This is an optimization exercise on Yosys and OpenROAD, whose aim is small area and a short achievable clock period, not a production implementation.
Where RTL was checked, it was by simulation tests only, not by an equivalence proof against the original.
Only the layout flow was run in run 1; the RTL was not checked for function there.

## flow/design.v (module list and top-level ports; edited modules follow where they fit)
// module BigALU: 116 lines
// module PfxGP: 4 lines
// module PfxG: 3 lines
// module Inc23: 14 lines
// module NormalizedDecoder: 38 lines
// module AddOp: 70 lines
// module MultiOp: 32 lines
// module MulCore: 1205 lines
// module MulFA: 4 lines
// module MulBoothEnc: 4 lines
// module MulBoothPP: 3 lines
// module MulHA: 4 lines
// module MulCPA: 216 lines
// module FP_ALU_SYN: 61 lines
module FP_ALU_SYN (
    output [31:0] out,
    output under_overflow,
    output zero,
    input  [31:0] para1,
    input  [31:0] para2,
    input  [1:0]  ALU_op,
    input  clk
);
  // ...
==> flow/flow/run.sh <==
#!/bin/bash
# Standard synthesis and layout; the layout's timing repair is asked to keep a
# larger setup margin than the flow settings allow, so that it upsizes and
# buffers the long paths.  The clock period and constraints are the design's.
set -euo pipefail
bash standard.sh synth > synth.log 2>&1
bash standard.sh finish SETUP_SLACK_MARGIN=9.0 TNS_END_PERCENT=100 > layout.log 2>&1
==> flow/standard.sh <==
#!/bin/bash
# synth_recipe.tcl (not shown) runs the flow's synth.tcl, then flattens the netlist and writes it again
# the make line also repeats each setting of config.mk as NAME=value (left out here)
make -C /OpenROAD-flow-scripts/flow DESIGN_CONFIG=/design/flow/config.mk WORK_HOME=/design/flow/orfs CLKGATE_MAP_FILE= SYNTH_SCRIPT=/design/flow/synth_recipe.tcl "${@:-finish}"
==> flow/config.mk <==
export PLATFORM = sky130hd
export DESIGN_NAME = FP_ALU_SYN
export DESIGN_NICKNAME = FP_ALU_SYN
export VERILOG_FILES = /design/flow/design.v
export SDC_FILE = /design/flow/constraint.sdc
export NUM_CORES = 4
export LEC_CHECK = 0
export CAP_MARGIN = 20
export CORE_MARGIN = 2
export CORE_UTILIZATION = 40
export SLEW_MARGIN = 20
export SYNTH_HIERARCHICAL = 1
==> flow/constraint.sdc <==
create_clock -name core_clock -period 16.0 [get_ports {clk}]
set_input_delay 3.2000 -clock core_clock [delete_from_list [all_inputs] [get_ports {clk}]]
set_output_delay 3.2000 -clock core_clock [all_outputs]
set_load 0.01 [all_outputs]
==> out/metrics.csv, run 1 <==
metric;value;unit
cap_violations;0;
grt_max_degree;77;
die_x;280.9;microns
min_to;sel_mul;
wl_met1;46530;microns
whs;384.2;ps
seq_share;9.883;%
status;complete, no violations;
buffers_excl_clock;200;
routabilityCongestion;0.9537;
placedInstanceArea;33070;sq um
largestClassByArea;multi-input combinational cells;
taps;1030;
final_common_cell;xnor2_1;
grt_use_met1;37.64;%
max-slew-margin-rel;33.17;%
min_delay_path_depth;1;
pin_count;101;
cts.repair.resized;17;
cp-endpoint;two_ff[1];
setup_viol;0;
grt_use_met3;4.123;%
clkSlewWorstSetupHoldPaths;70;ps
nFillCells;7380;
nClkBuffers;19;
cts_setup_buffers;2;
routed-wl-met2;49100;microns
arrival;7150;ps
max_stage_delay;660;ps
clkCellAreaFrac;1.699;%
start_util;40.39;%
grt_pass1_vias;26681;
drtAntennaViolNets;0;
crit_slowest_cell;mux2i_1;
drt-vias-per-instance;6.134;
largestRegisters;add_r x32, mul_r x32, op1_ff x32;
rr_worst_depth;21;
==> module AddOp, before the edit <==
module AddOp (
    output reg [31:0] out,
    output reg under_overflow,
    input  [31:0] op1,
    input  [31:0] op2,
    input  [4:0]  d,
    input         big,
    input         dz,
    input         d1
);
wire        sub = op1[31] ^ op2[31];
wire [7:0]  E1  = op1[30:23];
wire [23:0] S1  = {1'b1, op1[22:0]};
wire [23:0] S2  = {1'b1, op2[22:0]};
wire is_result_zero = sub && (op1[30:0] == op2[30:0]);
wire add_with_zero  = ~|op2[30:0];
wire near = sub & (dz | d1 | big);
wire [24:0] aligned = {S2, 1'b0} >> d;
wire [23:0] U = big ? 24'd0 : aligned[24:1];
wire        r = ~big & aligned[0];
wire [24:0] R;
BigALU far_alu (.out(R), .op1(S1), .op2(U ^ {24{sub}}), .cin(r ^ sub));
wire [22:0] R_inc;
Inc23 rinc (.out(R_inc), .in(R[23:1]), .cin(R[0]));
wire        add_of = (E1 == 8'd254);
wire [7:0]  E1p1 = E1 + 8'd1;
wire [7:0]  E1m1 = E1 - 8'd1;
reg [31:0] far_out;
reg        far_uo;
always @(*) begin
    far_out = {op1[31], 31'd0};
    far_uo  = 1'b0;
    if (!sub) begin
        if (R[24]) begin
            far_uo = add_of;
            far_out[30:0] = {E1p1, add_of ? 23'd0 : R_inc};
        end
        else
            far_out[30:0] = {E1, R[22:0]};
    end
    else if (R[23]) begin
        far_uo = (E1 == 8'd0);
        far_out[30:0] = far_uo ? {8'hff, 23'd0} : {E1, R[22:0]};
    end
    else begin
        far_uo = (E1[7:1] == 7'd0);
        far_out[30:0] = far_uo ? {8'hff, 23'd0} : {E1m1, R[21:0], 1'b0};
    end
end
wire [23:0] nA  = big ? 24'd0 : S1;
wire [23:0] nB  = big ? S1 : (dz ? S2 : {1'b0, S2[23:1]});
wire        nci = big | dz | ~S2[0];
wire [24:0] Dsum;
BigALU near_alu (.out(Dsum), .op1(nA), .op2(~nB), .cin(nci));
wire [22:0] norm_frac;
wire [4:0]  shift;
NormalizedDecoder nd (.result(norm_frac), .shift_times(shift), .in(Dsum[23:0]));
wire [7:0] e_sub   = E1 - {3'd0, shift};
wire       near_uo = E1 <= {3'd0, shift};
wire [31:0] near_out = {op1[31], e_sub | {8{near_uo}}, norm_frac & {23{~near_uo}}};
wire sel_or   = ~is_result_zero & add_with_zero;
wire sel_near = ~is_result_zero & ~add_with_zero & near;
wire sel_far  = ~is_result_zero & ~add_with_zero & ~near;
always @(*) begin
    out = ({32{sel_or}}   & (op1 | op2))
        | ({32{sel_near}} & near_out)
        | ({32{sel_far}}  & far_out);
    under_overflow = (sel_near & near_uo) | (sel_far & far_uo);
end
endmodule
==> module MultiOp, before the edit <==
module MultiOp (
    output reg [31:0] out,
    output reg under_overflow,
    input  [31:0] para1,
    input  [31:0] para2,
    input  [11:0] one,      
    input  [11:0] two
);
wire [24:0] h;
MulCore core (.p(h), .fa(para1[22:0]), .fb(para2[22:0]), .one(one), .two(two));
wire        norm = h[24];     
wire [8:0] es = para1[30:23] + para2[30:23];
wire [8:0] e0 = es - 9'd127;
wire [8:0] e1 = es - 9'd126;
wire of0 = es >= 9'd382;
wire of1 = es >= 9'd381;
wire uf0 = es < 9'd127;
wire uf1 = es < 9'd126;
wire mzero = ~|para1 | ~|para2;
wire sgn   = para1[31] ^ para2[31];
wire [8:0] top0 = mzero ? 9'h000 : uf0 ? 9'h1ff : of0 ? 9'h0ff : {sgn, e0[7:0]};
wire [8:0] top1 = mzero ? 9'h000 : uf1 ? 9'h1ff : of1 ? 9'h0ff : {sgn, e1[7:0]};
wire keep0 = ~(mzero | uf0 | of0);
wire keep1 = ~(mzero | uf1 | of1);
wire uo0   = ~mzero & (uf0 | of0);
wire uo1   = ~mzero & (uf1 | of1);
always @(*) begin
    under_overflow = norm ? uo1 : uo0;
    out[31:23]     = norm ? top1 : top0;
    out[22:0]      = norm ? (h[23:1] & {23{keep1}}) : (h[22:0] & {23{keep0}});
end
endmodule
==> module FP_ALU_SYN, before the edit <==
module FP_ALU_SYN (
    output [31:0] out,
    output under_overflow,
    output zero,
    input  [31:0] para1,
    input  [31:0] para2,
    input  [1:0]  ALU_op,
    input  clk
);
wire [31:0] p2_eff = {para2[31] ^ (ALU_op == 2'b01), para2[30:0]};
wire        keep   = para1[30:0] >= para2[30:0];
wire [7:0]  d12    = para1[30:23] - para2[30:23];
wire [7:0]  d21    = para2[30:23] - para1[30:23];
wire [7:0]  d      = keep ? d12 : d21;
wire [31:0] n1 = keep ? para1  : p2_eff;
wire [31:0] n2 = keep ? p2_eff : para1;
wire [24:0] bx = {1'b1, n2[22:0], 1'b0};
wire [11:0] one_n, two_n;
genvar j;
generate for (j = 0; j < 12; j = j + 1) begin : booth
    assign one_n[j] = bx[2*j+1] ^ bx[2*j];
    assign two_n[j] = (bx[2*j+2] & ~bx[2*j+1] & ~bx[2*j]) | (~bx[2*j+2] & bx[2*j+1] & bx[2*j]);
end endgenerate
reg [31:0] op1_ff, op2_ff;
reg [11:0] one_ff, two_ff;
reg [1:0]  ALU_op_ff;
reg [4:0]  d_ff;
reg        big_ff, dz_ff, d1_ff;
always @(posedge clk) begin
    op1_ff    <= n1;
    op2_ff    <= n2;
    one_ff    <= one_n;
    two_ff    <= two_n;
    ALU_op_ff <= ALU_op;
    d_ff      <= d[4:0];
    big_ff    <= d > 8'd24;
    dz_ff     <= d == 8'd0;
    d1_ff     <= d == 8'd1;
end
wire [31:0] add_result, multi_result;
wire        add_under_overflow, multi_under_overflow;
AddOp   add   (.out(add_result),   .under_overflow(add_under_overflow),
               .op1(op1_ff), .op2(op2_ff), .d(d_ff), .big(big_ff),
               .dz(dz_ff), .d1(d1_ff));
MultiOp multi (.out(multi_result), .under_overflow(multi_under_overflow),
               .para1(op1_ff), .para2(op2_ff), .one(one_ff), .two(two_ff));
reg [31:0] add_r, mul_r;
reg        add_uo_r, mul_uo_r;
reg        sel_add, sel_mul;
always @(posedge clk) begin
    add_r    <= add_result;
    add_uo_r <= add_under_overflow;
    mul_r    <= multi_result;
    mul_uo_r <= multi_under_overflow;
    sel_add  <= ~ALU_op_ff[1];
    sel_mul  <= ALU_op_ff == 2'b10;
end
assign out = ({32{sel_add}} & add_r) | ({32{sel_mul}} & mul_r);
assign under_overflow = (sel_add & add_uo_r) | (sel_mul & mul_uo_r);
assign zero = ~((sel_add & |add_r) | (sel_mul & |mul_r));
endmodule
==> run 2: changes to the inputs <==
--- a/flow/design.v
+++ b/flow/design.v
@@ -109,16 +109,52 @@
 wire G50;
 PfxG c50 (.g(G50), .gh(G34), .ph(P34), .gl(G44));
 wire G51;
 PfxG c51 (.g(G51), .gh(G35), .ph(P35), .gl(G44));
 wire G52;
 PfxG c52 (.g(G52), .gh(G36), .ph(P36), .gl(G44));
 assign out = {G52, p0[23] ^ G51, p0[22] ^ G50, p0[21] ^ G49, p0[20] ^ G48, p0[19] ^ G47, p0[18] ^ G46, p0[17] ^ G45, p0[16] ^ G44, p0[15] ^ G43, p0[14] ^ G42, p0[13] ^ G41, p0[12] ^ G40, p0[11] ^ G39, p0[10] ^ G38, p0[9] ^ G37, p0[8] ^ G28, p0[7] ^ G27, p0[6] ^ G26, p0[5] ^ G25, p0[4] ^ G14, p0[3] ^ G13, p0[2] ^ G1, p0[1] ^ c0, p0[0] ^ cin};
 endmodule
+module ExpSub (
+    output [8:0] out,
+    input  [7:0] op1,
+    input  [7:0] op2,
+    input  cin
+);
+wire [7:0] p0 = op1 ^ op2;
+wire [7:0] g0 = op1 & op2;
+wire c0;
+PfxG cg0 (.g(c0), .gh(g0[0]), .ph(p0[0]), .gl(cin));
+wire G1;
+PfxG c1 (.g(G1), .gh(g0[1]), .ph(p0[1]), .gl(c0));
+wire G2, P2;
+PfxGP c2 (.g(G2), .p(P2), .gh(g0[3]), .ph(p0[3]), .gl(g0[2]), .pl(p0[2]));
+wire G3, P3;
+PfxGP c3 (.g(G3), .p(P3), .gh(g0[5]), .ph(p0[5]), .gl(g0[4]), .pl(p0[4]));
+wire G4, P4;
+PfxGP c4 (.g(G4), .p(P4), .gh(g0[7]), .ph(p0[7]), .gl(g0[6]), .pl(p0[6]));
+wire G5;
+PfxG c5 (.g(G5), .gh(g0[2]), .ph(p0[2]), .gl(G1));
+wire G6;
+PfxG c6 (.g(G6), .gh(G2), .ph(P2), .gl(G1));
+wire G7, P7;
+PfxGP c7 (.g(G7), .p(P7), .gh(g0[6]), .ph(p0[6]), .gl(G3), .pl(P3));
+wire G8, P8;
+PfxGP c8 (.g(G8), .p(P8), .gh(G4), .ph(P4), .gl(G3), .pl(P3));
+wire G9;
+PfxG c9 (.g(G9), .gh(g0[4]), .ph(p0[4]), .gl(G6));
+wire G10;
+PfxG c10 (.g(G10), .gh(G3), .ph(P3), .gl(G6));
+wire G11;
+PfxG c11 (.g(G11), .gh(G7), .ph(P7), .gl(G6));
+wire G12;
+PfxG c12 (.g(G12), .gh(G8), .ph(P8), .gl(G6));
+assign out = {G12, p0[7] ^ G11, p0[6] ^ G10, p0[5] ^ G9, p0[4] ^ G6, p0[3] ^ G5, p0[2] ^ G1, p0[1] ^ c0, p0[0] ^ cin};
+endmodule
 module PfxGP (output g, output p, input gh, input ph, input gl, input pl);
 assign g = gh | (ph & gl);
 assign p = ph & pl;
 endmodule
 module PfxG (output g, input gh, input ph, input gl);
 assign g = gh | (ph & gl);
 endmodule
 module Inc23 (
@@ -225,105 +261,122 @@
 wire [23:0] nA  = big ? 24'd0 : S1;
 wire [23:0] nB  = big ? S1 : (dz ? S2 : {1'b0, S2[23:1]});
 wire        nci = big | dz | ~S2[0];
 wire [24:0] Dsum;
 BigALU near_alu (.out(Dsum), .op1(nA), .op2(~nB), .cin(nci));
 wire [22:0] norm_frac;
 wire [4:0]  shift;
 NormalizedDecoder nd (.result(norm_frac), .shift_times(shift), .in(Dsum[23:0]));
-wire [7:0] e_sub   = E1 - {3'd0, shift};
-wire       near_uo = E1 <= {3'd0, shift};
+wire [8:0] e_sum;
+ExpSub esub (.out(e_sum), .op1(E1), .op2({3'b111, ~shift}), .cin(1'b1));
+wire [7:0] e_sub = e_sum[7:0];
+wire [24:0] e_le;
+genvar k;
+generate for (k = 0; k < 25; k = k + 1) begin : le
+    assign e_le[k] = E1 <= k;
+end endgenerate
+wire       near_uo = e_le[shift];
 wire [31:0] near_out = {op1[31], e_sub | {8{near_uo}}, norm_frac & {23{~near_uo}}};
 wire sel_or   = ~is_result_zero & add_with_zero;
 wire sel_near = ~is_result_zero & ~add_with_zero & near;
 wire sel_far  = ~is_result_zero & ~add_with_zero & ~near;
 always @(*) begin
     out = ({32{sel_or}}   & (op1 | op2))
         | ({32{sel_near}} & near_out)
         | ({32{sel_far}}  & far_out);
     under_overflow = (sel_near & near_uo) | (sel_far & far_uo);
 end
 endmodule
 module MultiOp (
-    output reg [31:0] out,
-    output reg under_overflow,
+    output [24:0] h,
+    output [8:0]  top0,       
+    output [8:0]  top1,       
+    output        keep0,      
+    output        keep1,
+    output        uo0,        
+    output        uo1,
     input  [31:0] para1,
-    input  [31:0] para2,
-    input  [11:0] one,      
-    input  [11:0] two
+    input  [31:0] para2
 );
-wire [24:0] h;
-MulCore core (.p(h), .fa(para1[22:0]), .fb(para2[22:0]), .one(one), .two(two));
-wire        norm = h[24];     
+MulCore core (.p(h), .fa(para1[22:0]), .fb(para2[22:0]));
 wire [8:0] es = para1[30:23] + para2[30:23];
 wire [8:0] e0 = es - 9'd127;
 wire [8:0] e1 = es - 9'd126;
 wire of0 = es >= 9'd382;
 wire of1 = es >= 9'd381;
 wire uf0 = es < 9'd127;
 wire uf1 = es < 9'd126;
 wire mzero = ~|para1 | ~|para2;
 wire sgn   = para1[31] ^ para2[31];
-wire [8:0] top0 = mzero ? 9'h000 : uf0 ? 9'h1ff : of0 ? 9'h0ff : {sgn, e0[7:0]};
-wire [8:0] top1 = mzero ? 9'h000 : uf1 ? 9'h1ff : of1 ? 9'h0ff : {sgn, e1[7:0]};
-wire keep0 = ~(mzero | uf0 | of0);
-wire keep1 = ~(mzero | uf1 | of1);
-wire uo0   = ~mzero & (uf0 | of0);
-wire uo1   = ~mzero & (uf1 | of1);
-always @(*) begin
-    under_overflow = norm ? uo1 : uo0;
-    out[31:23]     = norm ? top1 : top0;
-    out[22:0]      = norm ? (h[23:1] & {23{keep1}}) : (h[22:0] & {23{keep0}});
-end
+assign top0  = mzero ? 9'h000 : uf0 ? 9'h1ff : of0 ? 9'h0ff : {sgn, e0[7:0]};
+assign top1  = mzero ? 9'h000 : uf1 ? 9'h1ff : of1 ? 9'h0ff : {sgn, e1[7:0]};
+assign keep0 = ~(mzero | uf0 | of0);
+assign keep1 = ~(mzero | uf1 | of1);
+assign uo0   = ~mzero & (uf0 | of0);
+assign uo1   = ~mzero & (uf1 | of1);
+endmodule
+module MulOut (
+    output [31:0] out,
+    output        under_overflow,
+    input  [24:0] h,
+    input  [8:0]  top0,
+    input  [8:0]  top1,
+    input         keep0,
+    input         keep1,
+    input         uo0,
+    input         uo1
+);
+wire norm = h[24];
+assign under_overflow = norm ? uo1 : uo0;
+assign out[31:23]     = norm ? top1 : top0;
+assign out[22:0]      = norm ? (h[23:1] & {23{keep1}}) : (h[22:0] & {23{keep0}});
 endmodule
 module MulCore (
     output [24:0] p,
     input  [22:0] fa,
-    input  [22:0] fb,
-    input  [11:0] one,    
-    input  [11:0] two     
+    input  [22:0] fb
 );
 wire [23:0] a = {1'b1, fa};
 wire [23:0] b = {1'b1, fb};
-wire one0 = one[0];
-wire two0 = two[0];
+wire one0, two0;
+MulBoothEnc e0 (.one(one0), .two(two0), .b2(b[1]), .b1(b[0]), .b0(1'b0));
 wire neg0 = b[1];
-wire one1 = one[1];
-wire two1 = two[1];
+wire one1, two1;
+MulBoothEnc e1 (.one(one1), .two(two1), .b2(b[3]), .b1(b[2]), .b0(b[1]));
 wire neg1 = b[3];
-wire one2 = one[2];
-wire two2 = two[2];
+wire one2, two2;
+MulBoothEnc e2 (.one(one2), .two(two2), .b2(b[5]), .b1(b[4]), .b0(b[3]));
 wire neg2 = b[5];
-wire one3 = one[3];
-wire two3 = two[3];
+wire one3, two3;
+MulBoothEnc e3 (.one(one3), .two(two3), .b2(b[7]), .b1(b[6]), .b0(b[5]));
 wire neg3 = b[7];
-wire one4 = one[4];
-wire two4 = two[4];
+wire one4, two4;
+MulBoothEnc e4 (.one(one4), .two(two4), .b2(b[9]), .b1(b[8]), .b0(b[7]));
 wire neg4 = b[9];
-wire one5 = one[5];
-wire two5 = two[5];
+wire one5, two5;
+MulBoothEnc e5 (.one(one5), .two(two5), .b2(b[11]), .b1(b[10]), .b0(b[9]));
 wire neg5 = b[11];
-wire one6 = one[6];
-wire two6 = two[6];
+wire one6, two6;
+MulBoothEnc e6 (.one(one6), .two(two6), .b2(b[13]), .b1(b[12]), .b0(b[11]));
 wire neg6 = b[13];
-wire one7 = one[7];
-wire two7 = two[7];
+wire one7, two7;
+MulBoothEnc e7 (.one(one7), .two(two7), .b2(b[15]), .b1(b[14]), .b0(b[13]));
 wire neg7 = b[15];
-wire one8 = one[8];
-wire two8 = two[8];
+wire one8, two8;
+MulBoothEnc e8 (.one(one8), .two(two8), .b2(b[17]), .b1(b[16]), .b0(b[15]));
 wire neg8 = b[17];
-wire one9 = one[9];
-wire two9 = two[9];
+wire one9, two9;
+MulBoothEnc e9 (.one(one9), .two(two9), .b2(b[19]), .b1(b[18]), .b0(b[17]));
 wire neg9 = b[19];
-wire one10 = one[10];
-wire two10 = two[10];
+wire one10, two10;
+MulBoothEnc e10 (.one(one10), .two(two10), .b2(b[21]), .b1(b[20]), .b0(b[19]));
 wire neg10 = b[21];
-wire one11 = one[11];
-wire two11 = two[11];
+wire one11 = b[22] ^ b[21];
+wire two11 = (b[23] & ~b[22] & ~b[21]) | (~b[23] & b[22] & b[21]);
 wire neg11 = b[23];
 wire pp0_0 = ((a[0] & one0) | (1'b0 & two0)) ^ neg0;
 wire pp0_1;
 MulBoothPP q0_1 (.p(pp0_1), .a1(a[1]), .a0(a[0]), .one(one0), .two(two0), .neg(neg0));
 wire pp0_2;
 MulBoothPP q0_2 (.p(pp0_2), .a1(a[2]), .a0(a[1]), .one(one0), .two(two0), .neg(neg0));
 wire pp0_3;
 MulBoothPP q0_3 (.p(pp0_3), .a1(a[3]), .a0(a[2]), .one(one0), .two(two0), .neg(neg0));
@@ -1720,55 +1773,58 @@
     input  [1:0]  ALU_op,
     input  clk
 );
 wire [31:0] p2_eff = {para2[31] ^ (ALU_op == 2'b01), para2[30:0]};
 wire        keep   = para1[30:0] >= para2[30:0];
 wire [7:0]  d12    = para1[30:23] - para2[30:23];
 wire [7:0]  d21    = para2[30:23] - para1[30:23];
 wire [7:0]  d      = keep ? d12 : d21;
-wire [31:0] n1 = keep ? para1  : p2_eff;
-wire [31:0] n2 = keep ? p2_eff : para1;
-wire [24:0] bx = {1'b1, n2[22:0], 1'b0};
-wire [11:0] one_n, two_n;
-genvar j;
-generate for (j = 0; j < 12; j = j + 1) begin : booth
-    assign one_n[j] = bx[2*j+1] ^ bx[2*j];
-    assign two_n[j] = (bx[2*j+2] & ~bx[2*j+1] & ~bx[2*j]) | (~bx[2*j+2] & bx[2*j+1] & bx[2*j]);
-end endgenerate
 reg [31:0] op1_ff, op2_ff;
-reg [11:0] one_ff, two_ff;
 reg [1:0]  ALU_op_ff;
 reg [4:0]  d_ff;
 reg        big_ff, dz_ff, d1_ff;
 always @(posedge clk) begin
-    op1_ff    <= n1;
-    op2_ff    <= n2;
-    one_ff    <= one_n;
-    two_ff    <= two_n;
+    op1_ff    <= keep ? para1  : p2_eff;
+    op2_ff    <= keep ? p2_eff : para1;
     ALU_op_ff <= ALU_op;
     d_ff      <= d[4:0];
     big_ff    <= d > 8'd24;
     dz_ff     <= d == 8'd0;
     d1_ff     <= d == 8'd1;
 end
-wire [31:0] add_result, multi_result;
-wire        add_under_overflow, multi_under_overflow;
-AddOp   add   (.out(add_result),   .under_overflow(add_under_overflow),
+wire [31:0] add_result;
+wire        add_under_overflow;
+wire [24:0] mh;
+wire [8:0]  mtop0, mtop1;
+wire        mkeep0, mkeep1, muo0, muo1;
+AddOp   add   (.out(add_result), .under_overflow(add_under_overflow),
                .op1(op1_ff), .op2(op2_ff), .d(d_ff), .big(big_ff),
                .dz(dz_ff), .d1(d1_ff));
-MultiOp multi (.out(multi_result), .under_overflow(multi_under_overflow),
-               .para1(op1_ff), .para2(op2_ff), .one(one_ff), .two(two_ff));
-reg [31:0] add_r, mul_r;
-reg        add_uo_r, mul_uo_r;
+MultiOp multi (.h(mh), .top0(mtop0), .top1(mtop1), .keep0(mkeep0), .keep1(mkeep1),
+               .uo0(muo0), .uo1(muo1), .para1(op1_ff), .para2(op2_ff));
+reg [31:0] add_r;
+reg        add_uo_r;
+reg [24:0] mh_r;
+reg [8:0]  mtop0_r, mtop1_r;
+reg        mkeep0_r, mkeep1_r, muo0_r, muo1_r;
 reg        sel_add, sel_mul;
 always @(posedge clk) begin
     add_r    <= add_result;
     add_uo_r <= add_under_overflow;
-    mul_r    <= multi_result;
-    mul_uo_r <= multi_under_overflow;
+    mh_r     <= mh;
+    mtop0_r  <= mtop0;
+    mtop1_r  <= mtop1;
+    mkeep0_r <= mkeep0;
+    mkeep1_r <= mkeep1;
+    muo0_r   <= muo0;
+    muo1_r   <= muo1;
     sel_add  <= ~ALU_op_ff[1];
     sel_mul  <= ALU_op_ff == 2'b10;
 end
-assign out = ({32{sel_add}} & add_r) | ({32{sel_mul}} & mul_r);
-assign under_overflow = (sel_add & add_uo_r) | (sel_mul & mul_uo_r);
-assign zero = ~((sel_add & |add_r) | (sel_mul & |mul_r));
+wire [31:0] mul_out;
+wire        mul_uo;
+MulOut mout (.out(mul_out), .under_overflow(mul_uo), .h(mh_r), .top0(mtop0_r), .top1(mtop1_r),
+             .keep0(mkeep0_r), .keep1(mkeep1_r), .uo0(muo0_r), .uo1(muo1_r));
+assign out = ({32{sel_add}} & add_r) | ({32{sel_mul}} & mul_out);
+assign under_overflow = (sel_add & add_uo_r) | (sel_mul & mul_uo);
+assign zero = ~|out;
 endmodule
==> flow/flow/run.sh (replaced) <==
#!/bin/bash
# Standard synthesis and layout, with two changes to how the layout is made
# (the clock period and constraints are the design's):
#  - every port still gets a buffer, but a buf_4 rather than the default
#    delay-type buffer;
#  - timing repair is asked to keep a larger setup margin than the flow
#    settings allow, so that it sizes and buffers the long paths.
set -euo pipefail
bash standard.sh synth > synth.log 2>&1
bash standard.sh finish SETUP_SLACK_MARGIN=9.5 TNS_END_PERCENT=100 \
    "BUFFER_PORTS_ARGS=-buffer_cell sky130_fd_sc_hd__buf_4" > layout.log 2>&1
==> run 2 against run 1 <==
  * Final area down 0.80%
  * Hold slack worse by 6.4 ps
  * Area after synthesis down 1.1%
  * Sequential cell count down 9
  * Highest routed layer unchanged
  * Utilization up 0.39 points
  * Clock skew about the same
  * Synthesized cell count down 1.4%
  * Largest cell class unchanged
==> out/metrics.csv, run 2 <==
metric;value;unit;change
status;complete, no violations;;unchanged
fmax;0.1574;GHz;was 0.1464 GHz
wl_per_cell;24.24;microns;was 25.17 microns
synth_area_per_cell;9.642;sq um;was 9.611 sq um
max-slew-margin-rel;38.21;%;was 33.17%
drtPass1Iterations;6;;was 5
start_kind;register;;was input port
cts_sinks;156;;was 165
rows;100;;was 101
first_iter_violations;2356;;was 2741
fp.dieArea;78050;sq um;was 78930 sq um
setup_viol;0;;unchanged
min-delay-start;ALU_op_ff[0];;unchanged
insertion_delay;470;ps;about the same
finClkSkew;13.93;ps;was 13.48 ps
antenna_found_initial;0;;unchanged
timing.rr.end;mh_r[19];;was mul_r[15]
cp_max_fo;33;;was 61
dp.cells;4225;;was 4303
die_x;279.4;microns;was 280.9 microns
finalWorstPathRequiredPeriod;6354;ps;was 6831 ps
grt_pass1_wl;158200;microns;was 165500 microns
crit_required;16320;ps;about the same
hold_path.class;register to register;;unchanged
netlist_area;30330;sq um;was 30680 sq um
rr_worst_depth;19;;was 21
r2r_slack;9650;ps;was 9230 ps
mostFrequentLayoutCells;355 x xnor2_1, 264 x a22oi_2, 259 x fa_1;;was 342 x xnor2_1, 266 x a22oi_2, 260 x fa_1
routabilityCongestion;0.9607;;was 0.9537
place_ws;8150;ps;was 8220 ps
chipHeight;279.4;microns;was 280.9 microns
clkSlewWorstSetupHoldPaths;70;ps;about the same
final_cells;4273;;was 4355
fin_crit_sh;39.71;%;was 42.70%
cts_tree;done;;unchanged
synth_cells;3146;;was 3192
drive_above_1_share;22.43;%;was 17.83%
crit_type;register to register;;was input port to register
r2r-start;op2_ff[13];;was op2_ff[7]
htreeDepth;4;;unchanged
slew_viol_final;0;;unchanged
num_vias;25799;;was 26713
drt-vias-per-instance;6.038;;was 6.134
setup_tns;0;ps;unchanged
nets;3848;;was 3864
max_stage_delay;580;ps;was 660 ps
endpoint_kind;register;;unchanged
io_buffers;100;;unchanged
min_to;sel_mul;;unchanged
finalHoldViolations;0;;unchanged
wirelength;103600;microns;was 109600 microns
core_area;74700;sq um;was 75950 sq um
hold_buffers;0;;unchanged
fin_ws;9646;ps;was 9169 ps
grt_pass1_vias;25364;;was 26681
cap_violations;0;;unchanged
grt_max_degree;78;;was 77
diodes;0;;unchanged
cpMostUsedCell;fa_1;;
ys_warn_count;8;;was 9
drc_errors;0;;unchanged
overflow;0;;unchanged
track_usage;26.23;%;was 27.43%
arrival;6680;ps;was 7150 ps
crit_chain;buf_12, nand2b_1, o22ai_2, buf_6, a22oi_2, xnor2_1, fa_1, fa_1, fa_1, fa_1, fa_1, ha_1, and2_1, and2_1, a21o_1, a21o_1, a21o_4, a21o_1, xor2_1;;was clkdlybuf4s50_1, inv_1, ha_1, a21o_1, a221o_1, a311oi_2, o21ai_2, nor2_4, buf_6, mux2i_1, o22ai_1
cts_made_buffers;17;;unchanged
clockBufferDepth;2;;unchanged
drtAntennaViolNets;0;;unchanged
pin_count;101;;unchanged
largestRegisters;add_r x32, op1_ff x32, op2_ff x32;;was add_r x32, mul_r x32, op1_ff x32
area_growth;11.54;%;was 11.17%
clockRootBuffer;clkbuf_16;;unchanged
final_common_cell;xnor2_1;;unchanged
utilization;45.29;%;was 44.91%
max_slew.worst_pin.slew;922.6;ps;was 1002 ps
min_delay_path_depth;1;;unchanged
start_util;40.61;%;was 40.39%
dp_hpwl;73480;microns;was 75370 microns
crit_slowest_cell;dfxtp_2;;was mux2i_1
rsz0062_at_grt;yes;;unchanged
==> run 2: area by class of cell <==
type	instances	area, sq um
Clock buffer	18	429.2
Clock inverter	13	158.9
Fill cell	7131	40860
Multi-Input combinational cell	2704	26290
Sequential cell	156	3167
Tap cell	969	1212
Timing Repair Buffer	218	1837
Inverter	195	743.2
==> run 2: routing by layer <==
| metal | vias up | wire [microns] | global-route usage (%) |
|---|---|---|---|
| li1 | 11750 | - | - |
| met1 | 12735 | 46680 | 37.88 |
| met2 | 1126 | 44910 | 39.74 |
| met3 | 188 | 8828 | 4.746 |
| met4 | 0 | 3143 | 7.720 |
| met5 | - | 0 | 0 |
==> run 2: worst max-delay path by stage <==
stage	startpoint	to	slack (ps)	depth (start not counted)
after floorplan	op2_ff[0]	mh_r[19]	9540	16
after global placement	op2_ff[1]	add_r[28]	8240	29
after detailed placement	op2_ff[1]	add_r[30]	8150	29
after CTS	op2_ff[13]	mh_r[18]	9500	19
after global routing	dz_ff	add_r[28]	9480	27
final	op2_ff[13]	mh_r[19]	9650	19
==> run 2: critical path, delay by kind of cell, from the launching register on <==
family                   cells  cell delay, ps
flip-flops                   1             580
AND/OR/NAND/NOR              3             450
buffers and inverters        2             620
adder cells (fa/ha/maj)      6            2710
AO/OA/AOI/OAI                6            1230
XOR/XNOR                     2             520
==> run 2: timing repair <==
action	4_1_cts	5_1_grt
gates resized for setup	49	33
gates cloned	0	2
buffers inserted	7	8
hold endpoints to repair	0	0
pin swaps	4	3
endpoints found under the setup margin	48	47
==> run 2: per-stage QoR <==
step / instance area [sq um] / hold WS, ps
2_1_floorplan: 30530 / 356.7
3_3_place_gp: 32680 / 370.5
3_5_place_dp: 32710 / 369.6
4_1_cts: 33570 / 379.0
5_1_grt: 33830 / 403.7
6_report: 33830 / 377.9

-- port drivers added, routing unchanged --
In the flow no input, the clock included, has a driving cell. The finished layouts below were timed again as built, in two steps. Step 1, drivers: a clkbuf_16 drives clk and a buf_2 each remaining input, both assumed. Step 2 moves the port delays by t, midway between the first and last clock arrival at a register: inputs arrive t later, outputs are due t later. That takes back most of the time a late clock gives input paths. Slacks: ideal ports / drivers / drivers and shift; pairs: ideal ports / drivers.
run | shift t [ns] | setup WS [ns] | latest minus earliest clock arrival (ns) | worst slew at a driven data input, ns
run 1 | 0.516 | 9.169 / 9.201 / 8.686 | 0.014 / 0.013 | 0.07
run 2 | 0.520 | 9.646 / 9.646 / 9.570 | 0.016 / 0.016 | 0.07
After both steps setup and hold are still met in every run listed. For run 1, which loses most, drivers alone change the setup slack by +0.032 ns; drivers and shift together by -0.483 ns.
